This is an optimization exercise on Yosys and OpenROAD, whose aim is small area and a short achievable clock period, not a production implementation.
In this exercise RTL edits were held to simulation tests only and were not proved equivalent to the original.

==> flow/design.v (excerpt) <==
module top_moduleAlu #(parameter DATA_WIDTH = 32)(
	input clk_top,
	input [2:0] opcode_top,
	input [31:0] portA_top,
	input [31:0] portB_top,
	output reg [63:0] out_top,
	output [32:0] result_sum_top,
	output [32:0] result_res_top,
	output [63:0] result_pro_top,
	output [31:0] result_and_top,
	output [31:0] result_or_top,
	output [31:0] result_nand_top,
	output [31:0] result_nor_top,
	output [31:0] result_xor_top,
	output carry_flag_sum_top,
	output zero_flag_sum_top,
	output zero_flag_res_top,
	output zero_flag_pro_top,
	output zero_flag_and_top,
	output zero_flag_or_top,
	output zero_flag_nand_top,
	output zero_flag_nor_top,
	output zero_flag_xor_top,
	output reg carry_flag_top,
	output reg zero_flag_top
);
For scale: about 66 flip-flops, roughly 430 I/O pins, roughly 28,000 um^2 of cells after synthesis.
==> flow/config.mk <==
export PLATFORM = sky130hd
export DESIGN_NAME = top_moduleAlu
export DESIGN_NICKNAME = top_moduleAlu
export VERILOG_FILES = /design/flow/design.v
export SDC_FILE = /design/flow/constraint.sdc
export NUM_CORES = 4
export LEC_CHECK = 0
export ABC_AREA = 1
export CAP_MARGIN = 20
export CORE_MARGIN = 2
export CORE_UTILIZATION = 40
export PLACE_DENSITY = 0.75
export SETUP_SLACK_MARGIN = 5
export SLEW_MARGIN = 20
export SYNTH_HIERARCHICAL = 1
export SYNTH_MINIMUM_KEEP_SIZE = 0
==> flow/constraint.sdc <==
create_clock -name core_clock -period 20.0 [get_ports {clk_top}]
set_input_delay 4.0000 -clock core_clock [delete_from_list [all_inputs] [get_ports {clk_top}]]
set_output_delay 4.0000 -clock core_clock [all_outputs]
set_load 0.01 [all_outputs]
standard.sh (not shown) runs the stock make flow with config.mk's settings and CLKGATE_MAP_FILE= SYNTH_SCRIPT=/design/flow/synth_recipe.tcl, a recipe that flattens the netlist after the stock synthesis.
==> flow/flow/run.sh <==
#!/bin/bash
# Standard ORFS layout; the only change is the cell used to buffer the ports
# (buf_1 instead of the default choice, clkdlybuf4s50_1).
set -euo pipefail
bash standard.sh "BUFFER_PORTS_ARGS=-buffer_cell sky130_fd_sc_hd__buf_1" finish > make_finish.log 2>&1
The starting point produced a clean layout.
Rerun with:
Settings changed: CTS_BUF_LIST set to sky130_fd_sc_hd__clkbuf_8, PLACE_DENSITY 0.75 to not set, TNS_END_PERCENT set to 0.
Area after synthesis is unchanged.
Synthesized cell count is unchanged.
Setup slack improved by 73 ps.
Global-route usage shrinks by 0.25 points.
Cell area shrinks slightly.
Core utilization shrinks by 0.53 points.
First-iteration DRC count shrinks by a quarter to a third.
Non-clock buffer count shrinks by 8.
Rerun with:
==> flow/flow/run.sh (replaced) <==
#!/bin/bash
# Standard ORFS layout with two changes: the ports are buffered with buf_1 (instead of
# the default clkdlybuf4s50_1), and timing repair aims for 6 ns of setup slack.
set -euo pipefail
bash standard.sh "BUFFER_PORTS_ARGS=-buffer_cell sky130_fd_sc_hd__buf_1" "SETUP_SLACK_MARGIN=6" finish > make_finish.log 2>&1
Settings changed: SETUP_SLACK_MARGIN 5 to not set, TNS_END_PERCENT 0 to not set.
Non-clock buffer count rose by 112.
Utilization grows by 5.1 points.
Design area is higher by 12%.
Sequential cell count does not change.
Setup slack gains 410 ps.
Cell count is higher by 2.6%.
Area after synthesis does not change.
Rerun with:
==> flow/flow/run.sh (replaced) <==
#!/bin/bash
# Standard ORFS layout; the only change is the cell used to buffer the ports
# (buf_1 instead of the default choice, clkdlybuf4s50_1).
set -euo pipefail
bash standard.sh "BUFFER_PORTS_ARGS=-buffer_cell sky130_fd_sc_hd__buf_1" finish > make_finish.log 2>&1
Settings changed: CTS_BUF_LIST sky130_fd_sc_hd__clkbuf_8 to not set, SETUP_SLACK_MARGIN set to 5.
Final cell count fell by about 2.6%.
Worst setup slack got worse by 440 ps.
Rerun with:
Settings changed: CTS_BUF_LIST set to sky130_fd_sc_hd__clkbuf_8, SETUP_SLACK_MARGIN 5 to 4.5.
Result:
- final area is lower by 1.2%
- setup slack degrades by 390 ps
- area after synthesis does not change
- core utilization decreases by 0.54 points
- via count falls by 0.75%
- count of clock-buffer cells in the layout stays the same
- wire length falls by 0.49%
- hold slack is worse by 97 ps


top_moduleAlu, a different RTL version from the one above (not shown whole).
Size in the first run: about 66 flip-flops.
clock: 20.0 ns
lec_check: 0
abc_area: 1
cap_margin: 20
core_margin: 2
core_utilization: 40
slew_margin: 20
synth_hierarchical: 1
synth_minimum_keep_size: 0
==> flow/flow/run.sh <==
#!/bin/bash
# Standard ORFS layout with two changes: the ports are buffered with buf_1 (instead of
# the default clkdlybuf4s50_1), and timing repair aims for a larger setup slack.
set -euo pipefail
bash standard.sh "BUFFER_PORTS_ARGS=-buffer_cell sky130_fd_sc_hd__buf_1" "SETUP_SLACK_MARGIN=7" finish > make_finish.log 2>&1
Then changed:
==> flow/flow/run.sh (replaced) <==
#!/bin/bash
# Standard ORFS layout; the only change is the cell used to buffer the ports
# (buf_1 instead of the default choice, clkdlybuf4s50_1).
set -euo pipefail
bash standard.sh "BUFFER_PORTS_ARGS=-buffer_cell sky130_fd_sc_hd__buf_1" finish > make_finish.log 2>&1
- area after synthesis does not change
- utilization shrinks by 6.0 points
- worst hold slack gets better by 0.011 ns
- final cell count is lower by a few percent
- wire length is lower by a few percent
Then changed:
Settings changed: SETUP_SLACK_MARGIN set to 5.
=> First-iteration DRC count is higher by a few percent. Worst setup slack improved by 0.49 ns. Cell count hardly moves. Final area goes up slightly.
Then changed:
Settings changed: CORE_UTILIZATION 40 to 60.
Flip-flop and latch count is unchanged.
Global-route usage goes up by 18 points.
Cell area goes down by about 0.6%.
Synthesized area stays the same.
Via count went up by about 6%.
Worst hold slack improves by 0.019 ns.
Wire length barely changes.
Die area shrinks by about 33%.
Then changed:
==> flow/run.sh (new file) <==
#!/bin/bash
# synth_recipe.tcl (not shown) runs the flow's synth.tcl, then flattens the netlist and writes it again
# the make line also repeats each setting of config.mk as NAME=value (left out here)
make -C /OpenROAD-flow-scripts/flow DESIGN_CONFIG=/design/flow/config.mk WORK_HOME=/design/flow/orfs CLKGATE_MAP_FILE= SYNTH_SCRIPT=/design/flow/synth_recipe.tcl finish
Settings changed: CORE_UTILIZATION 60 to 40, SETUP_SLACK_MARGIN 5 to not set.
removed: flow/flow/run.sh
removed: flow/standard.sh
=> Worst setup slack got worse by 1.3 ns; die area rose by about 50%; first-iteration DRC count drops by about 26%; routed wire length came out lower by about 1.8%; cell area climbs by about 7%; core utilization drops by 19 points; sequential share of layout area drops by 0.27 points; area after synthesis does not change.


RTL: one of the versions met above, not the one the previous note started from.
For scale: roughly 3200 cells after synthesis, roughly 66 flip-flops, roughly 430 I/O pins, ~0.028 mm^2 of cells after synthesis.
==> flow/config.mk <==
export PLATFORM = sky130hd
export DESIGN_NAME = top_moduleAlu
export DESIGN_NICKNAME = top_moduleAlu
export VERILOG_FILES = /design/flow/design.v
export SDC_FILE = /design/flow/constraint.sdc
export NUM_CORES = 4
export LEC_CHECK = 0
export ABC_AREA = 1
export CAP_MARGIN = 20
export CORE_MARGIN = 2
export CORE_UTILIZATION = 40
export CTS_BUF_LIST = sky130_fd_sc_hd__clkbuf_8
export SLEW_MARGIN = 20
export SYNTH_HIERARCHICAL = 1
export SYNTH_MINIMUM_KEEP_SIZE = 0
==> flow/constraint.sdc <==
create_clock -name core_clock -period 20.0 [get_ports {clk_top}]
set_input_delay 4.0000 -clock core_clock [delete_from_list [all_inputs] [get_ports {clk_top}]]
set_output_delay 4.0000 -clock core_clock [all_outputs]
set_load 0.01 [all_outputs]
==> flow/flow/run.sh <==
#!/bin/bash
# Standard ORFS layout with two changes: the ports are buffered with buf_1 (instead of
# the default clkdlybuf4s50_1), and timing repair aims for 5.4 ns of setup slack.
set -euo pipefail
bash standard.sh "BUFFER_PORTS_ARGS=-buffer_cell sky130_fd_sc_hd__buf_1" "SETUP_SLACK_MARGIN=5.4" finish > make_finish.log 2>&1
Edit:
==> flow/flow/run.sh (replaced) <==
#!/bin/bash
# Standard ORFS layout; the only change is the cell used to buffer the ports
# (buf_1 instead of the default choice, clkdlybuf4s50_1).
set -euo pipefail
bash standard.sh "BUFFER_PORTS_ARGS=-buffer_cell sky130_fd_sc_hd__buf_1" finish > make_finish.log 2>&1
SETUP_SLACK_MARGIN = 5   (was unset)
Count of clock-buffer cells in the layout stays the same.
Setup slack degrades by 320 ps.
Global-route usage shrinks by 0.20 points.
Die area stays the same.
Utilization shrinks by 1.2 points.
Non-clock buffer count shrinks by 20.
Synthesized cell count is unchanged.

## what the ideal ports hide
Ports are ideal in the flow. The routed layouts listed here were re-timed in OpenROAD. Step 1 (the two cells are an assumption about what drives the block):
set clk [get_ports {clk_top}]
set_driving_cell -lib_cell sky130_fd_sc_hd__clkbuf_16 $clk
set_driving_cell -lib_cell sky130_fd_sc_hd__buf_2 [delete_from_list [all_inputs] $clk]
Step 2, shift: input delay + t, output delay - t, t = (earliest + latest rising clock arrival at the registers) / 2. This alone moves slack from input paths to output paths. a / b / c = no drivers / after step 1 / after step 2; a / b = the first two.
run	shift t [ns]	slack for setup (ns)	worst setup path at the end	worst data-port slew with drivers (ns)
the first run of note 1	0.442	5.165 / 5.139 / 5.139	input to output	0.11
the second run of note 1	0.508	5.238 / 5.195 / 5.195	input to output	0.16
the third run of note 1	0.505	5.650 / 5.625 / 5.625	input to output	0.18
the fourth run of note 1	0.451	5.209 / 5.145 / 5.145	input to output	0.16
the fifth run of note 1	0.522	4.817 / 4.786 / 4.786	input to output	0.13
the first run of note 2	0.479	5.801 / 5.722 / 5.722	input to output	0.09
the second run of note 2	0.469	4.706 / 4.669 / 4.669	input to output	0.13
the third run of note 2	0.466	5.191 / 5.152 / 5.152	input to output	0.11
the fourth run of note 2	0.452	5.045 / 5.023 / 5.023	input to output	0.10
the fifth run of note 2	0.467	3.748 / 3.679 / 3.679	input to output	0.09
the first run of note 3	0.498	5.583 / 5.555 / 5.555	input to output	0.16
the second run of note 3	0.508	5.262 / 5.187 / 5.187	input to output	0.16
After both steps every run listed still meets setup and hold. The setup slack of the first run of note 2, which loses most, moves by -0.079 ns with the drivers and by -0.079 ns with both steps.
